This design comes from an exercise in tuning for small area, a short achievable clock period and few clock cycles per item on the open sky130 flow, not from production work. The RTL was checked by simulation tests, not by an equivalence proof against the original design.

## fjord
==> flow/design.v (excerpt) <==
module dot_product #(
  parameter ADDR_WIDTH = 5,
  parameter WIDTH = 32
) (
  input clk,
  input rst,
  input [ADDR_WIDTH:0] len,
  input [WIDTH-1:0] a_data,
  input a_valid,
  output reg a_ready,
  input [WIDTH-1:0] b_data,
  input b_valid,
  output reg b_ready,
  output [WIDTH-1:0] c_data,
  output reg c_valid,
  input c_ready
);
==> flow/config.mk <==
export PLATFORM = sky130hd
export DESIGN_NAME = dot_product
export DESIGN_NICKNAME = dot_product
export VERILOG_FILES = /design/flow/design.v
export SDC_FILE = /design/flow/constraint.sdc
export NUM_CORES = 4
export LEC_CHECK = 0
export CAP_MARGIN = 5
export CORE_MARGIN = 2
export CORE_UTILIZATION = 40
export PLACE_DENSITY = 0.6
export SLEW_MARGIN = 5
==> flow/constraint.sdc <==
create_clock -name core_clock -period 10.0 [get_ports {clk}]
set_input_delay 2.0000 -clock core_clock [delete_from_list [all_inputs] [get_ports {clk}]]
set_output_delay 2.0000 -clock core_clock [all_outputs]
set_load 0.01 [all_outputs]
standard.sh (not shown) runs the stock make flow with config.mk's settings and CLKGATE_MAP_FILE= SYNTH_SCRIPT=/design/flow/synth_recipe.tcl, a recipe that flattens the netlist after the stock synthesis.
==> flow/flow/run.sh <==
#!/bin/bash
# Own layout flow: the standard layout (standard synthesis, floorplan,
# placement, CTS, routing) run through standard.sh, with extra make settings
# read from flow/make_args.txt (one VAR=value per line). They set how hard
# timing repair works (a setup slack margin, so that repair keeps shortening
# the critical paths after the 10 ns clock is met) and which buffer cell
# buffers the ports. The design's clock and I/O constraints are unchanged.
# make's full output goes to flow_make.log here; each ORFS step also keeps
# its own log under orfs/logs/.
set -euo pipefail
cd "$(dirname "$0")/.."
args=()
while IFS= read -r line || [[ -n "$line" ]]; do
  [[ -z "$line" || "$line" == \#* ]] && continue
  args+=("$line")
done < flow/make_args.txt
bash standard.sh "${args[@]}" finish > flow_make.log 2>&1
==> flow/flow/make_args.txt <==
SETUP_SLACK_MARGIN=6.6
BUFFER_PORTS_ARGS=-buffer_cell sky130_fd_sc_hd__buf_2
Testbench counts of fjord, summed over its fixed seeds: cycles 10,109, items 512.
Input changes introduced in sierra (baseline for comparison: fjord):
==> flow/flow/make_args.txt <==
SETUP_SLACK_MARGIN=6.55
BUFFER_PORTS_ARGS=-buffer_cell sky130_fd_sc_hd__buf_2
Findings:
Clock buffer count: sierra vs fjord identical
sierra vs. fjord: maximum frequency decreased by 1.2% relative to the old numbers, non-clock buffer count now larger, detailed-route wire length ~0 delta, met2 wire length saw little to no change.
The total inserted antenna cells of fjord and that of sierra are within noise of each other.
Changes in raven relative to sierra:
- CAP_MARGIN now 20, was 5
- SLEW_MARGIN now 20, was 5
==> flow/flow/make_args.txt <==
SETUP_SLACK_MARGIN=6.6
BUFFER_PORTS_ARGS=-buffer_cell sky130_fd_sc_hd__buf_2
--- outcome ---
In raven the worst reg-to-reg path cell count turned out 2 higher than in sierra. | utilization | raven vs sierra | 0.15 points higher |. The minimum hold slack on sierra is in line with that on raven. Summary of raven over sierra: final cell count comparable; area added between synthesis and finish grew by 0.37 points. More vias were needed by raven than by sierra. In raven, the cell area came out 75 um^2 above the value in sierra.
#### Input delta (quartz over raven)
- CAP_MARGIN: 20 -> 5
- SLEW_MARGIN: 20 -> 5
- TNS_END_PERCENT: unset -> 10
==> flow/flow/make_args.txt <==
SETUP_SLACK_MARGIN=6.8
BUFFER_PORTS_ARGS=-buffer_cell sky130_fd_sc_hd__buf_2
[summary]
quartz: full flow OK, the timing, DRC and antenna checks passed. Relative to raven, first-pass detailed-route iteration total has gone up in quartz. Setup slack: quartz > raven. quartz -> raven: compound-cell area share of the yosys netlist delta 0, exact match.

========
Another version of the RTL of dot_product (not shown whole).
Size: about 1800 cells after synthesis, about 240 flip-flops, ~110 I/O pins.
// dot_product
module dot_product #(
  parameter ADDR_WIDTH = 5,
  parameter WIDTH = 32
) (
  input clk,
  input rst,
  input [ADDR_WIDTH:0] len,
  input [WIDTH-1:0] a_data,
  input a_valid,
  output reg a_ready,
  input [WIDTH-1:0] b_data,
  input b_valid,
  output reg b_ready,
  output [WIDTH-1:0] c_data,
  output reg c_valid,
  input c_ready
);
reg [WIDTH-1:0] a_r;
reg a_full, b_full;
reg [ADDR_WIDTH:0] len_r;
reg [ADDR_WIDTH:0] n;
reg m_v, m_first, m_last;
reg [WIDTH-1:0] acc;
wire a_en = !a_full || b_full;
wire b_en = !b_full || a_full;
wire a_fire = a_valid && a_en;
wire b_fire = b_valid && b_en;
wire pair = a_full && b_full;
wire last = n == len_r - 1'b1;
wire a_full_nx = a_fire || (a_full && !pair);
wire b_full_nx = b_fire || (b_full && !pair);
assign c_data = acc;
always @(posedge clk) if (a_en) a_r <= a_data;
reg [15:0] b_one, b_two, b_neg;
wire [32:0] bx = {b_data, 1'b0};
wire [15:0] e_one, e_two, e_neg;
genvar gi;
generate for (gi = 0; gi < 16; gi = gi + 1) begin : benc
  assign e_one[gi] = bx[2*gi+1] ^ bx[2*gi];
  assign e_two[gi] = (bx[2*gi+2] & ~bx[2*gi+1] & ~bx[2*gi]) | (~bx[2*gi+2] & bx[2*gi+1] & bx[2*gi]);
  assign e_neg[gi] = bx[2*gi+2];
end endgenerate
always @(posedge clk) if (b_en) begin
  b_one <= e_one; b_two <= e_two; b_neg <= e_neg;
end
wire pp0_0 = (b_one[0] & a_r[0]) ^ b_neg[0];
  ...
Settings: LEC_CHECK=0, CAP_MARGIN=20, CORE_MARGIN=2, CORE_UTILIZATION=40, PLACE_DENSITY=0.6, SLEW_MARGIN=20; clock period 10.0 ns.
==> flow/flow/run.sh <==
#!/bin/bash
# Own layout flow: the standard layout (standard synthesis, floorplan,
# placement, CTS, routing) with the timing repair steps aiming at a setup
# slack margin below the clock period, so that repair keeps shortening the
# critical paths instead of stopping once the 10 ns clock is met.
# The design's clock and I/O constraints are used unchanged.
set -euo pipefail
cd "$(dirname "$0")/.."
MARGIN=$(cat flow/margin.txt)
bash standard.sh SETUP_SLACK_MARGIN="$MARGIN" finish > flow_make.log 2>&1
==> flow/flow/margin.txt <==
7.0
Testbench counts at the start, summed over its fixed seeds: cycles 10,109, items 512.
==> next run, changes <==
==> flow/flow/run.sh (replaced) <==
#!/bin/bash
# Own layout flow: the standard layout (standard synthesis, floorplan,
# placement, CTS, routing) run through standard.sh, with extra make settings
# read from flow/make_args.txt (one VAR=value per line). They set how hard
# timing repair works (a setup slack margin, so that repair keeps shortening
# the critical paths after the 10 ns clock is met) and which buffer cell
# buffers the ports. The design's clock and I/O constraints are unchanged.
# make's full output goes to flow_make.log here; each ORFS step also keeps
# its own log under orfs/logs/.
set -euo pipefail
cd "$(dirname "$0")/.."
args=()
while IFS= read -r line || [[ -n "$line" ]]; do
  [[ -z "$line" || "$line" == \#* ]] && continue
  args+=("$line")
done < flow/make_args.txt
bash standard.sh "${args[@]}" finish > flow_make.log 2>&1
==> flow/flow/make_args.txt (new file) <==
SETUP_SLACK_MARGIN=6.6
BUFFER_PORTS_ARGS=-buffer_cell sky130_fd_sc_hd__buf_2
removed: flow/flow/margin.txt
The new run finished clean.
Clock-buffer cell count went up by 1.
Sequential share of layout area grows by 2.2 points.
Sequential cell count stays the same.
==> next run, changes <==
==> flow/flow/run.sh (replaced) <==
#!/bin/bash
# Own layout flow: the standard layout (standard synthesis, floorplan,
# placement, CTS, routing) with the timing repair steps aiming at a setup
# slack margin below the clock period, so that repair keeps shortening the
# critical paths instead of stopping once the 10 ns clock is met.
# The design's clock and I/O constraints are used unchanged.
set -euo pipefail
cd "$(dirname "$0")/.."
MARGIN=$(cat flow/margin.txt)
bash standard.sh SETUP_SLACK_MARGIN="$MARGIN" finish > flow_make.log 2>&1
==> flow/flow/margin.txt (new file) <==
7.0
- CTS_CLUSTER_DIAMETER: not set -> 100
- CTS_CLUSTER_SIZE: not set -> 30
removed: flow/flow/make_args.txt
The new run passed the timing, DRC and antenna checks.
Routed wire length rose by 5.9%.
Worst setup slack is better by 0.062 ns.
Global-route usage is higher by 1.1 points.
Critical path depth goes up by 1.
Design area goes up by 7.8%.
Maximum frequency rose by 1.8%.
Sequential share of layout area decreases by 1.8 points.
==> next run, changes <==
==> flow/flow/run.sh (replaced) <==
#!/bin/bash
# Own layout flow: the standard layout (standard synthesis, floorplan,
# placement, CTS, routing) run through standard.sh, with extra make settings
# read from flow/make_args.txt (one VAR=value per line). They set how hard
# timing repair works (a setup slack margin, so that repair keeps shortening
# the critical paths after the 10 ns clock is met) and which buffer cell
# buffers the ports. The design's clock and I/O constraints are unchanged.
# make's full output goes to flow_make.log here; each ORFS step also keeps
# its own log under orfs/logs/.
set -euo pipefail
cd "$(dirname "$0")/.."
args=()
while IFS= read -r line || [[ -n "$line" ]]; do
  [[ -z "$line" || "$line" == \#* ]] && continue
  args+=("$line")
done < flow/make_args.txt
bash standard.sh "${args[@]}" finish > flow_make.log 2>&1
==> flow/flow/make_args.txt (new file) <==
SETUP_SLACK_MARGIN=6.6
BUFFER_PORTS_ARGS=-buffer_cell sky130_fd_sc_hd__buf_2
- CORE_UTILIZATION: 40 -> 55
- CTS_CLUSTER_DIAMETER: 100 -> not set
- CTS_CLUSTER_SIZE: 30 -> not set
- PLACE_DENSITY: 0.6 -> 0.7
removed: flow/flow/margin.txt
=>
- hold slack loses 0.021 ns
- critical path depth goes down by 1
- count of clock-buffer cells in the layout rises by 21
- routed wire length goes down by 1.7%
==> next run, changes <==
==> flow/flow/run.sh (replaced) <==
#!/bin/bash
# Own layout flow: the standard layout (standard synthesis, floorplan,
# placement, CTS, routing) with the timing repair steps aiming at a setup
# slack margin below the clock period, so that repair keeps shortening the
# critical paths instead of stopping once the 10 ns clock is met.
# The design's clock and I/O constraints are used unchanged.
set -euo pipefail
cd "$(dirname "$0")/.."
MARGIN=$(cat flow/margin.txt)
bash standard.sh SETUP_SLACK_MARGIN="$MARGIN" finish > flow_make.log 2>&1
==> flow/flow/margin.txt (new file) <==
6.6
- CORE_UTILIZATION: 55 -> 40
- PLACE_DENSITY: 0.7 -> 0.6
removed: flow/flow/make_args.txt
- non-clock buffer count fell by 8
- worst hold slack gets better by 0.0038 ns
- global-route usage decreases by 8.2 points
- synthesized area does not change
==> next run, changes <==
==> flow/flow/run.sh (replaced) <==
#!/bin/bash
# Own layout flow: the standard layout (standard synthesis, floorplan,
# placement, CTS, routing) run through standard.sh, with extra make settings
# read from flow/make_args.txt (one VAR=value per line). They set how hard
# timing repair works (a setup slack margin, so that repair keeps shortening
# the critical paths after the 10 ns clock is met) and which buffer cell
# buffers the ports. The design's clock and I/O constraints are unchanged.
# make's full output goes to flow_make.log here; each ORFS step also keeps
# its own log under orfs/logs/.
set -euo pipefail
cd "$(dirname "$0")/.."
args=()
while IFS= read -r line || [[ -n "$line" ]]; do
  [[ -z "$line" || "$line" == \#* ]] && continue
  args+=("$line")
done < flow/make_args.txt
bash standard.sh "${args[@]}" finish > flow_make.log 2>&1
==> flow/flow/make_args.txt (new file) <==
SETUP_SLACK_MARGIN=6.3
BUFFER_PORTS_ARGS=-buffer_cell sky130_fd_sc_hd__buf_2
removed: flow/flow/margin.txt
Effect:
- hold slack loses 0.011 ns
- cell area is lower by about 9%
- routed wire length is lower by about 6.6%
- sequential cell count does not change
- fmax is lower by about 5%
- cell count is lower by about 3.8%
- global-route usage is lower by 1.9 points
- clock-buffer cell count is lower by 5
- via count is lower by about 4.4%

========
== run A ==
dot_product with an RTL version that a note above also has.
Size: ~2100 cells after synthesis, about 240 flip-flops, ~110 I/O pins.
Settings: LEC_CHECK=0, CAP_MARGIN=5, CORE_MARGIN=2, CORE_UTILIZATION=40, PLACE_DENSITY=0.6, SLEW_MARGIN=5; clock period 10.0 ns.
==> flow/flow/run.sh <==
#!/bin/bash
# Own layout flow: the standard layout (standard synthesis, floorplan,
# placement, CTS, routing) run through standard.sh, with extra make settings
# read from flow/make_args.txt (one VAR=value per line). They set how hard
# timing repair works (a setup slack margin, so that repair keeps shortening
# the critical paths after the 10 ns clock is met) and which buffer cell
# buffers the ports. The design's clock and I/O constraints are unchanged.
# make's full output goes to flow_make.log here; each ORFS step also keeps
# its own log under orfs/logs/.
set -euo pipefail
cd "$(dirname "$0")/.."
args=()
while IFS= read -r line || [[ -n "$line" ]]; do
  [[ -z "$line" || "$line" == \#* ]] && continue
  args+=("$line")
done < flow/make_args.txt
bash standard.sh "${args[@]}" finish > flow_make.log 2>&1
==> flow/flow/make_args.txt <==
SETUP_SLACK_MARGIN=6.62
BUFFER_PORTS_ARGS=-buffer_cell sky130_fd_sc_hd__buf_2
Testbench counts of run A, summed over its fixed seeds: cycles 10,109, items 512.
Modified inputs, run B compared to run A
==> flow/flow/make_args.txt <==
SETUP_SLACK_MARGIN=6.5
BUFFER_PORTS_ARGS=-buffer_cell sky130_fd_sc_hd__buf_2
--- a/flow/config.mk
+++ b/flow/config.mk
@@ -8 +8 @@
-export CAP_MARGIN = 5
+export CAP_MARGIN = 20
@@ -12 +12 @@
-export SLEW_MARGIN = 5
+export SLEW_MARGIN = 20
==> comparison <==
- Final hold slack: run A vs run B, no meaningful difference
- The met1 capacity usage during global routing was comparable across run B and run A.
- Diff run A -> run B: delay of the slowest cell on the worst path has increased, number of vias in the routed layout now sits lower, number of inserted filler cells in the final layout now larger, post-layout utilization of the core fell 0.54 points, required time at the worst-slack endpoint saw little to no change.
The inputs of run C differ from those of run B as listed below.
==> flow/flow/make_args.txt <==
SETUP_SLACK_MARGIN=6.6
BUFFER_PORTS_ARGS=-buffer_cell sky130_fd_sc_hd__buf_2
--- a/flow/config.mk
+++ b/flow/config.mk
@@ -8 +8 @@
-export CAP_MARGIN = 20
+export CAP_MARGIN = 5
@@ -11,2 +11,2 @@
-export PLACE_DENSITY = 0.6
-export SLEW_MARGIN = 20
+export PLACE_DENSITY = 0.65
+export SLEW_MARGIN = 5
Results
- Run C ended up with b_one[1] as its origin of the worst setup path; run B ended up with m_0_0.
- Clock buffer count in the final layout in run C vs run B: down 6
- Delta (run C minus run B): total number of placement rows now sits at about the same level; utilization now sits higher; design area now sits higher.
- Compared with run B, run C shows count of plain and timing-repair buffers in the layout higher by 13.
- [compare] base=run B new=run C: worst path setup slack after routing moved up.

========
## job 101
dot_product again, from the RTL that the note above started with.
==> flow/design.v (excerpt) <==
module dot_product #(
  parameter ADDR_WIDTH = 5,
  parameter WIDTH = 32
) (
  input clk,
  input rst,
  input [ADDR_WIDTH:0] len,
  input [WIDTH-1:0] a_data,
  input a_valid,
  output reg a_ready,
  input [WIDTH-1:0] b_data,
  input b_valid,
  output reg b_ready,
  output [WIDTH-1:0] c_data,
  output reg c_valid,
  input c_ready
);
reg [WIDTH-1:0] a_r;
reg a_full, b_full;
reg [ADDR_WIDTH:0] len_r;
reg [ADDR_WIDTH:0] n;
reg m_v, m_first, m_last;
reg [WIDTH-1:0] acc;
reg rst_d;
wire a_en = !a_full || b_full;
wire b_en = !b_full || a_full;
wire a_fire = a_valid && a_en;
wire b_fire = b_valid && b_en;
wire pair = a_full && b_full;
wire last = n == len_r - 1'b1;
wire a_full_nx = a_fire || (a_full && !pair);
wire b_full_nx = b_fire || (b_full && !pair);
assign c_data = acc;
always @(posedge clk) if (a_en || rst) a_r <= (a_valid && !rst) ? a_data : {WIDTH{1'b0}};
reg [15:0] b_one, b_two, b_neg;
wire [32:0] bx = {b_data, 1'b0};
wire [15:0] e_one, e_two, e_neg;
genvar gi;
generate for (gi = 0; gi < 16; gi = gi + 1) begin : benc
  assign e_one[gi] = bx[2*gi+1] ^ bx[2*gi];
  assign e_two[gi] = (bx[2*gi+2] & ~bx[2*gi+1] & ~bx[2*gi]) | (~bx[2*gi+2] & bx[2*gi+1] & bx[2*gi]);
  assign e_neg[gi] = bx[2*gi+2];
end endgenerate
always @(posedge clk) if (b_en || rst) begin
  b_one <= (b_valid && !rst) ? e_one : 16'd0;
  b_two <= (b_valid && !rst) ? e_two : 16'd0;
  b_neg <= e_neg;
end
wire pp0_0 = (b_one[0] & a_r[0]) ^ b_neg[0];
wire pp0_1 = ((b_one[0] & a_r[1]) | (b_two[0] & a_r[0])) ^ b_neg[0];
wire pp0_2 = ((b_one[0] & a_r[2]) | (b_two[0] & a_r[1])) ^ b_neg[0];
wire pp0_3 = ((b_one[0] & a_r[3]) | (b_two[0] & a_r[2])) ^ b_neg[0];
  ...
clock: 10.0 ns
lec_check: 0
cap_margin: 5
core_margin: 2
core_utilization: 40
gpl_routability_driven: 0
place_density: 0.6
slew_margin: 5
==> flow/flow/make_args.txt <==
SETUP_SLACK_MARGIN=6.6
BUFFER_PORTS_ARGS=-buffer_cell sky130_fd_sc_hd__buf_2
Scripts as last shown in full above: flow/flow/run.sh
Testbench counts of job 101, summed over its fixed seeds: cycles 10,109, items 512.
Input changes introduced in job 102 (baseline for comparison: job 101):
==> flow/flow/make_args.txt <==
SETUP_SLACK_MARGIN=6.65
BUFFER_PORTS_ARGS=-buffer_cell sky130_fd_sc_hd__buf_2
--- a/flow/config.mk
+++ b/flow/config.mk
@@ -10,3 +10,2 @@
 export CORE_UTILIZATION = 40
-export GPL_ROUTABILITY_DRIVEN = 0
 export PLACE_DENSITY = 0.6
## What came out
- Looking only at count of clock-buffer cells in the layout, and setting everything else aside, the higher value of job 102 and job 101 goes to job 101.
- Taking job 101 as the reference, in job 102 post-cts sizing count moved up, endpoint required time on the critical path level.
- Amount of wire on met3 after detailed routing up about 8% in job 102 wrt job 101
- Setup slack ended up 0.053 ns higher on job 102 than on job 101.
The following lists how job 103 was set up differently from job 102:
==> flow/flow/make_args.txt <==
SETUP_SLACK_MARGIN=6.6
BUFFER_PORTS_ARGS=-buffer_cell sky130_fd_sc_hd__buf_2
DONT_USE_CELLS=sky130_fd_sc_hd__probe_p_8 sky130_fd_sc_hd__probec_p_8 sky130_fd_sc_hd__lpflow_bleeder_1 sky130_fd_sc_hd__lpflow_clkbufkapwr_1 sky130_fd_sc_hd__lpflow_clkbufkapwr_16 sky130_fd_sc_hd__lpflow_clkbufkapwr_2 sky130_fd_sc_hd__lpflow_clkbufkapwr_4 sky130_fd_sc_hd__lpflow_clkbufkapwr_8 sky130_fd_sc_hd__lpflow_clkinvkapwr_1 sky130_fd_sc_hd__lpflow_clkinvkapwr_16 sky130_fd_sc_hd__lpflow_clkinvkapwr_2 sky130_fd_sc_hd__lpflow_clkinvkapwr_4 sky130_fd_sc_hd__lpflow_clkinvkapwr_8 sky130_fd_sc_hd__lpflow_decapkapwr_12 sky130_fd_sc_hd__lpflow_decapkapwr_3 sky130_fd_sc_hd__lpflow_decapkapwr_4 sky130_fd_sc_hd__lpflow_decapkapwr_6 sky130_fd_sc_hd__lpflow_decapkapwr_8 sky130_fd_sc_hd__lpflow_inputiso0n_1 sky130_fd_sc_hd__lpflow_inputiso0p_1 sky130_fd_sc_hd__lpflow_inputiso1n_1 sky130_fd_sc_hd__lpflow_inputiso1p_1 sky130_fd_sc_hd__lpflow_inputisolatch_1 sky130_fd_sc_hd__lpflow_isobufsrc_1 sky130_fd_sc_hd__lpflow_isobufsrc_16 sky130_fd_sc_hd__lpflow_isobufsrc_2 sky130_fd_sc_hd__lpflow_isobufsrc_4 sky130_fd_sc_hd__lpflow_isobufsrc_8 sky130_fd_sc_hd__lpflow_isobufsrckapwr_16 sky130_fd_sc_hd__lpflow_lsbuf_lh_hl_isowell_tap_1 sky130_fd_sc_hd__lpflow_lsbuf_lh_hl_isowell_tap_2 sky130_fd_sc_hd__lpflow_lsbuf_lh_hl_isowell_tap_4 sky130_fd_sc_hd__lpflow_lsbuf_lh_isowell_4 sky130_fd_sc_hd__lpflow_lsbuf_lh_isowell_tap_1 sky130_fd_sc_hd__lpflow_lsbuf_lh_isowell_tap_2 sky130_fd_sc_hd__lpflow_lsbuf_lh_isowell_tap_4 sky130_fd_sc_hd__fa_1 sky130_fd_sc_hd__fa_2 sky130_fd_sc_hd__fa_4 sky130_fd_sc_hd__ha_1 sky130_fd_sc_hd__ha_2 sky130_fd_sc_hd__ha_4
--- a/flow/config.mk
+++ b/flow/config.mk
@@ -7,3 +7,3 @@
 export LEC_CHECK = 0
-export CAP_MARGIN = 5
+export CAP_MARGIN = 20
 export CORE_MARGIN = 2
@@ -11,2 +11,2 @@
 export PLACE_DENSITY = 0.6
-export SLEW_MARGIN = 5
+export SLEW_MARGIN = 20
In the flow results for job 103 and job 102, the total number of placement rows is larger on job 103.
Relative to job 102, per-cell via count in the routed design increased by about 3% in job 103.
Job 102 → job 103: multi-input gate count rose 373, maximum clock frequency now smaller, total placed instance area up 7.5%.
From job 102 to job 103 the numbers moved as follows: buffer and inverter count on the worst path went down, global-route usage increased 0.71 points.
## Diff of input files: job 104 against job 103
==> flow/flow/make_args.txt <==
SETUP_SLACK_MARGIN=6.6
BUFFER_PORTS_ARGS=-buffer_cell sky130_fd_sc_hd__buf_2
--- a/flow/config.mk
+++ b/flow/config.mk
@@ -7,3 +7,3 @@
 export LEC_CHECK = 0
-export CAP_MARGIN = 20
+export CAP_MARGIN = 0
 export CORE_MARGIN = 2
@@ -11,2 +11,2 @@
 export PLACE_DENSITY = 0.6
-export SLEW_MARGIN = 20
+export SLEW_MARGIN = 0
## What came out
- In job 104, the die area came out about 7% below the value in job 103.
- Job 104 vs. job 103: post-CTS setup repair buffer count went down by 9.8%.
- NOTE: global-route wire length before repair in job 104 falls short of that of job 103
- In job 104, the share of the clock period used by the worst path after layout came out 1.9 points below the value in job 103.
- On initial antenna violation count, job 103 and job 104 are neck and neck.
- Fraction of standard cell area in multi-input logic is higher on job 103
- Looking at die extent in x, job 104 sits 8.4 um below job 103.
- Looking at synthesis-to-finish area growth, job 104 sits 1.3 points below job 103.
- Run comparison: job 103 slowest stage cell on the critical path sky130_fd_sc_hd__a311o_1; job 104 slowest stage cell on the critical path sky130_fd_sc_hd__fa_1
- In job 104, the clock network area share came out 0.74 points above the value in job 103.

==> afterwards: timing with drivers on the ports <==
The results above use ideal ports. As a check the final layouts listed here were re-extracted and re-timed, cells and wires unchanged. Step 1 assumes that a clkbuf_16 drives the clock port and a buf_2 every other input. Step 2 adds t to the input delays and takes it off the output delays; t is the mean of the earliest and latest rising clock arrival at the registers after step 1. Input paths then give back, and output paths get back, about the clock's delay inside the block. a / b / c = ideal ports / drivers / drivers and shift; a / b = the first two.
run | t, ns | setup WS [ns] | worst setup path after step 2 | clock arrival spread, ns
fjord | 0.623 | 6.713 / 6.684 / 6.490 | input to register | 0.016 / 0.015
sierra | 0.617 | 6.674 / 6.674 / 6.493 | input to register | 0.016 / 0.016
raven | 0.623 | 6.705 / 6.685 / 6.577 | input to register | 0.013 / 0.014
quartz | 0.618 | 6.735 / 6.735 / 6.490 | input to register | 0.014 / 0.014
the first run of note 2 | 0.619 | 6.506 / 6.506 / 6.506 | register to register | 0.025 / 0.024
the second run of note 2 | 0.621 | 6.466 / 6.466 / 6.466 | register to register | 0.037 / 0.037
the third run of note 2 | 0.554 | 6.528 / 6.528 / 6.528 | register to register | 0.032 / 0.032
the fourth run of note 2 | 0.604 | 6.473 / 6.473 / 6.473 | register to register | 0.030 / 0.030
the fifth run of note 2 | 0.625 | 6.501 / 6.501 / 6.501 | register to register | 0.021 / 0.021
the sixth run of note 2 | 0.609 | 6.326 / 6.326 / 6.326 | register to register | 0.015 / 0.015
run A | 0.621 | 6.697 / 6.685 / 6.491 | input to register | 0.015 / 0.014
run B | 0.617 | 6.652 / 6.652 / 6.584 | input to register | 0.017 / 0.016
run C | 0.615 | 6.687 / 6.650 / 6.470 | input to register | 0.015 / 0.016
job 101 | 0.625 | 6.674 / 6.630 / 6.403 | input to register | 0.018 / 0.017
job 102 | 0.622 | 6.726 / 6.726 / 6.486 | input to register | 0.014 / 0.014
job 103 | 0.617 | 6.528 / 6.528 / 6.528 | register to register | 0.014 / 0.014
job 104 | 0.623 | 6.713 / 6.684 / 6.490 | input to register | 0.016 / 0.015
After both steps setup and hold are still met in every run listed. For job 101, which loses most, drivers alone change the setup slack by -0.044 ns; drivers and shift together by -0.271 ns.
